Background: an optimization exercise with open tools, aiming at small area. Do not read the settings as production practice.
The RTL was checked by simulation tests, not by an equivalence proof against the original design.
Power and IR drop assume default switching activity.

==> run K: inputs <==
==> flow/design.v <==
module rv32(
    input         clk,
    input         rst,
    output [31:0] imem_addr,
    input  [31:0] imem_rdata,
    output [31:0] dmem_addr,
    output [31:0] dmem_wdata,
    output        dmem_we,
    input  [31:0] dmem_rdata,
    output        rf_we,
    output [4:0]  rf_waddr,
    output [31:0] rf_wdata
);
localparam C_OTH = 3'd0;    
localparam C_ALU = 3'd1;    
localparam C_JLR = 3'd2;    
localparam C_JAL = 3'd3;    
localparam C_LD  = 3'd4;    
localparam C_STS = 3'd5;    
localparam C_STH = 3'd6;    
localparam C_BR  = 3'd7;    
reg  [31:0] r_pc;
reg  [31:0] r_if;
reg  [31:0] r_id;
reg  [2:0]  e_cls;
reg  [31:7] e_ins;
reg         e_asel;
reg         e_bsel;
reg  [2:0]  e_imms;
reg  [3:0]  e_alus;
reg  [2:0]  e_brx;
reg  [31:0] e_a;
reg  [31:0] e_bf;
reg  [31:0] e_br;
reg         r_stall;
reg         r_pcsel;
reg  [31:0] m_a;
reg  [31:0] m_x;
reg         m_wr;
reg  [4:0]  m_rd;
reg  [2:0]  m_cls;
reg  [31:0] w_d;
reg  [4:0]  w_rd;
reg         w_we;
reg         w_fw;
reg  [1023:0] rfq;        
reg  [31:0] rf_v;
wire [31:0] pc_inc = r_pc + 32'd1;
wire [31:0] pc_m1  = r_pc - 32'd1;    
wire [31:0] pc_m2  = r_pc - 32'd2;    
assign imem_addr = r_pcsel ? m_a : pc_inc;
function [31:0] rf_init;
    input [4:0] n;
    reg   [4:0] q, r;
    begin
        q = n / 5'd10;
        r = n % 5'd10;
        if (n == 5'd0) rf_init = 32'h2;
        else rf_init = {26'b0, q[1:0], r[3:0]};
    end
endfunction
wire [4:0] d_rs1 = r_id[19:15];
wire [4:0] d_rs2 = r_id[24:20];
wire [31:0] sel_a = (32'd1 << d_rs1) & rf_v;
wire [31:0] sel_b = (32'd1 << d_rs2) & rf_v;
reg  [31:0] rd_a, rd_b;
integer i;
always @(*) begin
    rd_a = rf_v[d_rs1] ? 32'h0 : rf_init(d_rs1);
    rd_b = rf_v[d_rs2] ? 32'h0 : rf_init(d_rs2);
    for (i = 0; i < 32; i = i + 1) begin
        rd_a = rd_a | ({32{sel_a[i]}} & rfq[32*i +: 32]);
        rd_b = rd_b | ({32{sel_b[i]}} & rfq[32*i +: 32]);
    end
end
reg [31:0] imm;
always @(*) begin
    case (e_imms)
    3'd1: imm = {20'b0, e_ins[31:20]};
    3'd2: imm = {20'b0, e_ins[31:25], e_ins[11:7]};
    3'd3: imm = {19'b0, e_ins[31], e_ins[7], e_ins[30:25], e_ins[11:8], 1'b0};
    3'd4: imm = {e_ins[31:12], 12'b0};
    3'd5: imm = {11'b0, e_ins[31], e_ins[19:12], e_ins[20], e_ins[30:21], 1'b0};
    default: imm = 32'h0;
    endcase
end
wire [31:0] alu_a = e_asel ? pc_m2 : e_a;
wire [31:0] alu_b = e_bsel ? imm : e_bf;
wire        alu_sub = (e_alus == 4'b0100) | (e_alus == 4'b1011) | (e_alus == 4'b1100);
wire [32:0] alu_sum = {1'b0, alu_a} + {1'b0, alu_b ^ {32{alu_sub}}} + {32'b0, alu_sub};
wire        alu_ltu = ~alu_sum[32];
wire        alu_lt  = (alu_a[31] ^ alu_b[31]) ? alu_a[31] : alu_sum[31];
wire        sh_r = (e_alus == 4'b1000);
reg  [31:0] sh_in, sh_rev;
integer k;
always @(*) begin
    for (k = 0; k < 32; k = k + 1) sh_in[k] = sh_r ? alu_a[31-k] : alu_a[k];
end
wire [31:0] sh_l = sh_in << alu_b[4:0];
always @(*) begin
    for (k = 0; k < 32; k = k + 1) sh_rev[k] = sh_r ? sh_l[31-k] : sh_l[k];
end
reg [31:0] alu_out;
always @(*) begin
    case (e_alus)
    4'b0000: alu_out = alu_a & alu_b;
    4'b0001: alu_out = alu_a | alu_b;
    4'b0010: alu_out = alu_a ^ alu_b;
    4'b0011: alu_out = alu_sum[31:0];
    4'b0100: alu_out = alu_sum[31:0];
    4'b0110: alu_out = alu_b;
    4'b0111: alu_out = sh_rev;
    4'b1000: alu_out = sh_rev;
    4'b1010: alu_out = sh_rev;
    4'b1011: alu_out = {31'b0, alu_ltu};
    4'b1100: alu_out = {31'b0, alu_lt};
    default: alu_out = 32'h0;
    endcase
end
wire br_eq  = (e_a == e_bf);
wire br_ltu = (e_a < e_bf);
wire br_lt  = ($signed(e_a) < $signed(e_bf));
reg  br_ok;
always @(*) begin
    case (e_brx)
    3'b001: br_ok = br_eq;
    3'b010: br_ok = ~br_eq;
    3'b011: br_ok = br_lt;
    3'b100: br_ok = ~br_lt;
    3'b101: br_ok = br_ltu;
    3'b110: br_ok = ~br_ltu;
    default: br_ok = 1'b0;
    endcase
end
wire [4:0] e_rd   = e_ins[11:7];
wire       e_isj  = (e_cls == C_JAL) | (e_cls == C_JLR);
wire       e_fls  = (e_cls == C_LD) | (e_cls == C_STS) | (e_cls == C_STH);
wire       e_fw   = e_fls | (e_cls == C_ALU) | (e_cls == C_JLR);
wire [31:0] e_val = (e_cls == C_ALU) ? alu_out : (e_cls == C_JLR) ? pc_m1 : 32'h0;
wire       m_fls = (m_cls == C_LD) | (m_cls == C_STS) | (m_cls == C_STH);
wire       m_fw  = m_fls | (m_cls == C_ALU) | (m_cls == C_JLR);
wire       m_we  = m_fw | (m_cls == C_JAL);
wire [31:0] m_val = m_fls ? dmem_rdata : (m_cls == C_ALU) ? m_a : m_x;
assign dmem_addr  = m_a;
assign dmem_wdata = m_x;
assign dmem_we    = m_wr;
assign rf_we    = w_we;
assign rf_waddr = w_rd;
assign rf_wdata = w_d;
wire c1 = (e_rd == d_rs1);
wire c0 = (e_rd == d_rs2);
wire c3 = (m_rd == d_rs1);
wire c2 = (m_rd == d_rs2);
wire c5 = (w_rd == d_rs1);
wire c4 = (w_rd == d_rs2);
wire a_e = c1 & e_fw;
wire b_e = ~a_e & c0 & e_fw;
wire a_m = c3 & ~c1 & m_fw;
wire b_m = ~a_m & c2 & ~c0 & m_fw;
wire a_w = c5 & ~c3 & ~c1 & w_fw;
wire b_w = ~a_w & c4 & ~c2 & ~c0 & w_fw;
wire [31:0] fwd_a = a_e ? e_val : a_m ? m_val : a_w ? w_d : rd_a;
wire [31:0] fwd_b = b_e ? e_val : b_m ? m_val : b_w ? w_d : rd_b;
wire n_stall = ((c1 | c0) & e_fls) | (e_cls == C_JAL) | (e_cls == C_BR);
wire n_pcsel = (e_cls == C_JAL) | ((e_cls == C_BR) & br_ok);
reg        n_asel, n_bsel;
reg [2:0]  n_imms, n_brx;
reg [3:0]  n_alus;
reg [2:0]  n_cls;
always @(*) begin
    n_asel = e_asel;
    n_bsel = e_bsel;
    n_imms = e_imms;
    n_alus = e_alus;
    n_brx  = e_brx;
    case (r_id[6:0])
    7'b0110111: begin n_cls = C_ALU; n_asel = 1'b0; n_bsel = 1'b1; n_imms = 3'd4; n_alus = 4'b0110; n_brx = 3'd0; end
    7'b0010111: begin n_cls = C_ALU; n_asel = 1'b1; n_bsel = 1'b1; n_imms = 3'd4; n_alus = 4'b0011; n_brx = 3'd0; end
    7'b1101111: begin n_cls = C_JAL; n_asel = 1'b1; n_bsel = 1'b1; n_imms = 3'd5; n_alus = 4'b0011; n_brx = 3'd0; end
    7'b1100111: begin n_cls = C_JLR; n_asel = 1'b0; n_bsel = 1'b1; n_imms = 3'd1; n_alus = 4'b0010; n_brx = 3'd0; end
    7'b1100011: begin
        n_cls = C_BR; n_imms = 3'd3; n_asel = 1'b1; n_bsel = 1'b1; n_alus = 4'b0011;
        case (r_id[14:12])
        3'b000: n_brx = 3'b001;
        3'b001: n_brx = 3'b010;
        3'b010: n_brx = 3'b011;
        3'b101: n_brx = 3'b100;
        3'b110: n_brx = 3'b101;
        3'b111: n_brx = 3'b110;
        default: ;
        endcase
    end
    7'b0000011: begin
        n_cls = C_LD; n_imms = 3'd1; n_brx = 3'd0;
        case (r_id[14:12])
        3'b000, 3'b001, 3'b010, 3'b100, 3'b101: begin n_asel = 1'b0; n_bsel = 1'b1; n_alus = 4'b0011; end
        default: ;
        endcase
    end
    7'b0100011: begin
        n_imms = 3'd2; n_brx = 3'd0;
        case (r_id[14:12])
        3'b000, 3'b010: begin n_asel = 1'b0; n_bsel = 1'b1; n_alus = 4'b0011; end
        default: ;
        endcase
        n_cls = (r_id[14:12] == 3'b000 || r_id[14:12] == 3'b001 || r_id[14:12] == 3'b010) ? C_STS : C_STH;
    end
    7'b0010011: begin
        n_cls = C_ALU; n_imms = 3'd1; n_brx = 3'd0;
        case (r_id[14:12])
        3'b000: begin n_asel = 1'b0; n_bsel = 1'b1; n_alus = 4'b0011; end
        3'b010: begin n_asel = 1'b0; n_bsel = 1'b1; n_alus = 4'b1100; end
        3'b011: begin n_asel = 1'b0; n_bsel = 1'b1; n_alus = 4'b1011; end
        3'b100: begin n_asel = 1'b0; n_bsel = 1'b1; n_alus = 4'b0010; end
        3'b110: begin n_asel = 1'b0; n_bsel = 1'b1; n_alus = 4'b0001; end
        3'b111: begin n_asel = 1'b0; n_bsel = 1'b1; n_alus = 4'b0000; end
        3'b001: begin n_asel = 1'b0; n_bsel = 1'b1; n_alus = 4'b0111; end
        default: begin
            case (r_id[31:25])
            7'b0000000: begin n_asel = 1'b0; n_bsel = 1'b1; n_alus = 4'b1000; end
            7'b0100000: begin n_asel = 1'b0; n_bsel = 1'b1; n_alus = 4'b1010; end
            default: ;
            endcase
        end
        endcase
    end
    7'b0110011: begin
        n_cls = C_ALU; n_imms = 3'd0; n_brx = 3'd0;
        case (r_id[14:12])
        3'b000: begin
            case (r_id[31:25])
            7'b0000000: begin n_asel = 1'b0; n_bsel = 1'b0; n_alus = 4'b0011; end
            7'b0100000: begin n_asel = 1'b0; n_bsel = 1'b0; n_alus = 4'b0100; end
            default: ;
            endcase
        end
        3'b001: begin n_asel = 1'b0; n_bsel = 1'b0; n_alus = 4'b0111; end
        3'b010: begin n_asel = 1'b0; n_bsel = 1'b0; n_alus = 4'b1100; end
        3'b011: begin n_asel = 1'b0; n_bsel = 1'b0; n_alus = 4'b1011; end
        3'b100: begin n_asel = 1'b0; n_bsel = 1'b0; n_alus = 4'b0010; end
        3'b110: begin n_asel = 1'b0; n_bsel = 1'b0; n_alus = 4'b0001; end
        3'b111: begin n_asel = 1'b0; n_bsel = 1'b0; n_alus = 4'b0000; end
        default: ;
        endcase
    end
    7'b1110011: begin
        n_cls = C_OTH; n_brx = 3'd0;
        if (r_id[31:20] == 12'h0 || r_id[31:20] == 12'h1) begin
            n_asel = 1'b0; n_bsel = 1'b0; n_imms = 3'd0; n_alus = 4'b0000;
        end
    end
    default: begin
        n_cls = C_OTH; n_asel = 1'b0; n_bsel = 1'b0; n_imms = 3'd0; n_alus = 4'b0000; n_brx = 3'd0;
    end
    endcase
end
always @(posedge clk or posedge rst) begin
    if (rst) begin
        r_pc    <= 32'hffffffff;
        r_if    <= 32'h0;
        r_id    <= 32'h0;
        e_cls   <= C_OTH;
        e_asel  <= 1'b0;
        e_bsel  <= 1'b1;
        e_imms  <= 3'd0;
        e_alus  <= 4'b0110;
        e_brx   <= 3'd0;
        r_stall <= 1'b0;
        r_pcsel <= 1'b0;
        m_a     <= 32'h0;
        m_wr    <= 1'b0;
        m_cls   <= C_OTH;
        w_we    <= 1'b0;
        w_fw    <= 1'b0;
        rf_v    <= 32'h0;
    end else begin
        r_pc    <= imem_addr;
        r_if    <= imem_rdata;
        r_id    <= r_stall ? 32'h00000013 : r_if;
        if (r_stall) begin
            e_cls  <= C_ALU;
            e_asel <= 1'b0;
            e_bsel <= 1'b1;
            e_imms <= 3'd0;
            e_alus <= 4'b0110;
            e_brx  <= 3'd0;
        end else begin
            e_cls  <= n_cls;
            e_asel <= n_asel;
            e_bsel <= n_bsel;
            e_imms <= n_imms;
            e_alus <= n_alus;
            e_brx  <= n_brx;
        end
        r_stall <= n_stall;
        r_pcsel <= n_pcsel;
        m_a     <= alu_out;
        m_wr    <= (e_cls == C_STS) | ((e_cls == C_STH) & m_wr);
        m_cls   <= e_cls;
        w_we    <= m_we;
        w_fw    <= m_fw;
        if (w_we) rf_v[w_rd] <= 1'b1;
    end
end
always @(posedge clk) begin
    e_ins[31:12] <= r_id[31:12];
    e_ins[11:7]  <= r_stall ? 5'd0 : r_id[11:7];
    e_a   <= fwd_a;
    e_bf  <= fwd_b;
    e_br  <= rd_b;
    m_x   <= e_isj ? pc_m1 : e_br;
    m_rd  <= e_rd;
    w_d   <= m_val;
    w_rd  <= m_rd;
end
wire [31:0] rf_wsel = {31'b0, w_we} << w_rd;
genvar g;
generate
    for (g = 0; g < 32; g = g + 1) begin : g_rf
        always @(posedge clk)
            rfq[32*g +: 32] <= ({32{rf_wsel[g]}} & w_d) | ({32{~rf_wsel[g]}} & rfq[32*g +: 32]);
    end
endgenerate
endmodule
==> flow/run.sh <==
#!/bin/bash
# synth_recipe.tcl (not shown) runs the flow's synth.tcl, then flattens the netlist and writes it again
# the make line also repeats each setting of config.mk as NAME=value (left out here)
make -C /OpenROAD-flow-scripts/flow DESIGN_CONFIG=/design/flow/config.mk WORK_HOME=/design/flow/orfs CLKGATE_MAP_FILE= SYNTH_SCRIPT=/design/flow/synth_recipe.tcl finish
==> flow/config.mk <==
export PLATFORM = sky130hd
export DESIGN_NAME = rv32
export DESIGN_NICKNAME = rv32
export VERILOG_FILES = /design/flow/design.v
export SDC_FILE = /design/flow/constraint.sdc
export NUM_CORES = 4
export LEC_CHECK = 0
export CAP_MARGIN = 20
export CORE_MARGIN = 2
export CORE_UTILIZATION = 40
export SLEW_MARGIN = 20
==> flow/constraint.sdc <==
create_clock -name core_clock -period 8.0 [get_ports {clk}]
set_input_delay 1.6000 -clock core_clock [delete_from_list [all_inputs] [get_ports {clk}]]
set_output_delay 1.6000 -clock core_clock [all_outputs]
set_load 0.01 [all_outputs]
==> run D (differences from run K) <==
--- a/flow/design.v
+++ b/flow/design.v
@@ -47,5 +47,4 @@
 reg  [31:0] rf_v;
 wire [31:0] pc_inc = r_pc + 32'd1;
-wire [31:0] pc_m1  = r_pc - 32'd1;    
 wire [31:0] pc_m2  = r_pc - 32'd2;    
 assign imem_addr = r_pcsel ? m_a : pc_inc;
@@ -134,8 +133,7 @@
 end
 wire [4:0] e_rd   = e_ins[11:7];
-wire       e_isj  = (e_cls == C_JAL) | (e_cls == C_JLR);
 wire       e_fls  = (e_cls == C_LD) | (e_cls == C_STS) | (e_cls == C_STH);
 wire       e_fw   = e_fls | (e_cls == C_ALU) | (e_cls == C_JLR);
-wire [31:0] e_val = (e_cls == C_ALU) ? alu_out : (e_cls == C_JLR) ? pc_m1 : 32'h0;
+wire [31:0] e_val = (e_cls == C_ALU) ? alu_out : (e_cls == C_JLR) ? e_br : 32'h0;
 wire       m_fls = (m_cls == C_LD) | (m_cls == C_STS) | (m_cls == C_STH);
 wire       m_fw  = m_fls | (m_cls == C_ALU) | (m_cls == C_JLR);
@@ -164,4 +162,5 @@
 wire n_stall = ((c1 | c0) & e_fls) | (e_cls == C_JAL) | (e_cls == C_BR);
 wire n_pcsel = (e_cls == C_JAL) | ((e_cls == C_BR) & br_ok);
+wire d_isj = (r_id[6:0] == 7'b1101111) | (r_id[6:0] == 7'b1100111);
 reg        n_asel, n_bsel;
 reg [2:0]  n_imms, n_brx;
@@ -308,6 +307,6 @@
     e_a   <= fwd_a;
     e_bf  <= fwd_b;
-    e_br  <= rd_b;
-    m_x   <= e_isj ? pc_m1 : e_br;
+    e_br  <= d_isj ? r_pc : rd_b;
+    m_x   <= e_br;
     m_rd  <= e_rd;
     w_d   <= m_val;
==> flow/flow/run.sh (new file) <==
#!/bin/bash
# Own flow: the standard ORFS layout (the standard.sh, standard synthesis
# unchanged) with three changes:
#  - port buffers are sky130_fd_sc_hd__buf_1 instead of the buffer_ports default
#  - clock tree built from clkbuf_4/clkbuf_8 instead of clkbuf_16
#  - no dummy loads in the clock tree
set -euo pipefail
cp standard.sh standard_sh_copy.log
export BUFFER_PORTS_ARGS="-buffer_cell sky130_fd_sc_hd__buf_1"
export CTS_ARGS="-sink_clustering_enable -repair_clock_nets -dont_use_dummy_load -buf_list {sky130_fd_sc_hd__clkbuf_4 sky130_fd_sc_hd__clkbuf_8}"
bash standard.sh > orfs_flow.log 2>&1
==> flow/standard.sh (new file) <==
#!/bin/bash
# synth_recipe.tcl (not shown) runs the flow's synth.tcl, then flattens the netlist and writes it again
# the make line also repeats each setting of config.mk as NAME=value (left out here)
make -C /OpenROAD-flow-scripts/flow DESIGN_CONFIG=/design/flow/config.mk WORK_HOME=/design/flow/orfs CLKGATE_MAP_FILE= SYNTH_SCRIPT=/design/flow/synth_recipe.tcl "${@:-finish}"
removed: flow/run.sh
==> notes.md <==
	run D	run K
Worst vdd ir	0.135 mV	0.202 mV
Worst-Margin Slew	1.24 ns	1.20 ns
Placed cell count	8002	8065
Multi-input combinational gate total	3832	3885
Tap cell count	2218	2233
Register-to-register path setup slack	1.08 ns	1.93 ns
Cell internal power dissipation	11200 µW	13400 µW
Area of combinational cells with multiple inputs	27300 µm²	27500 µm²
Psw	4780 µW	5750 µW
Slew HR	0.147	0.193
Status	finished clean	finished clean
Largest net degree at the start of global routing	80	67
Path length in cells of the critical path	16	12
Post-Place Cell Area	72200 µm²	73700 µm²
GR Util All Layers	0.409	0.408

==> re-timing with driven ports <==
The results above use ideal ports. As a check the final layouts listed here were re-extracted and re-timed, cells and wires unchanged.
Step 1, drivers: a clkbuf_16 drives clk and a buf_2 each remaining input, both assumed.
Step 2 adds t to the input delays and takes it off the output delays; t is the mean of the earliest and latest rising clock arrival at the registers after step 1. Input paths then give back, and output paths get back, about the clock's delay inside the block.
a / b / c = no drivers / after step 1 / after step 2; a / b = the first two.
| run | t, ns | setup slack, ns | worst setup path after step 2 | clock arrival spread, ns | worst data-port slew with drivers (ns) |
|---|---|---|---|---|---|
| run K | 0.915 | 1.630 / 1.539 / 1.932 | register to register | 0.096 / 0.097 | 0.07 |
| run D | 1.060 | 1.085 / 1.085 / 1.085 | register to register | 0.162 / 0.162 | 0.07 |
After both steps every run listed still meets setup and hold.
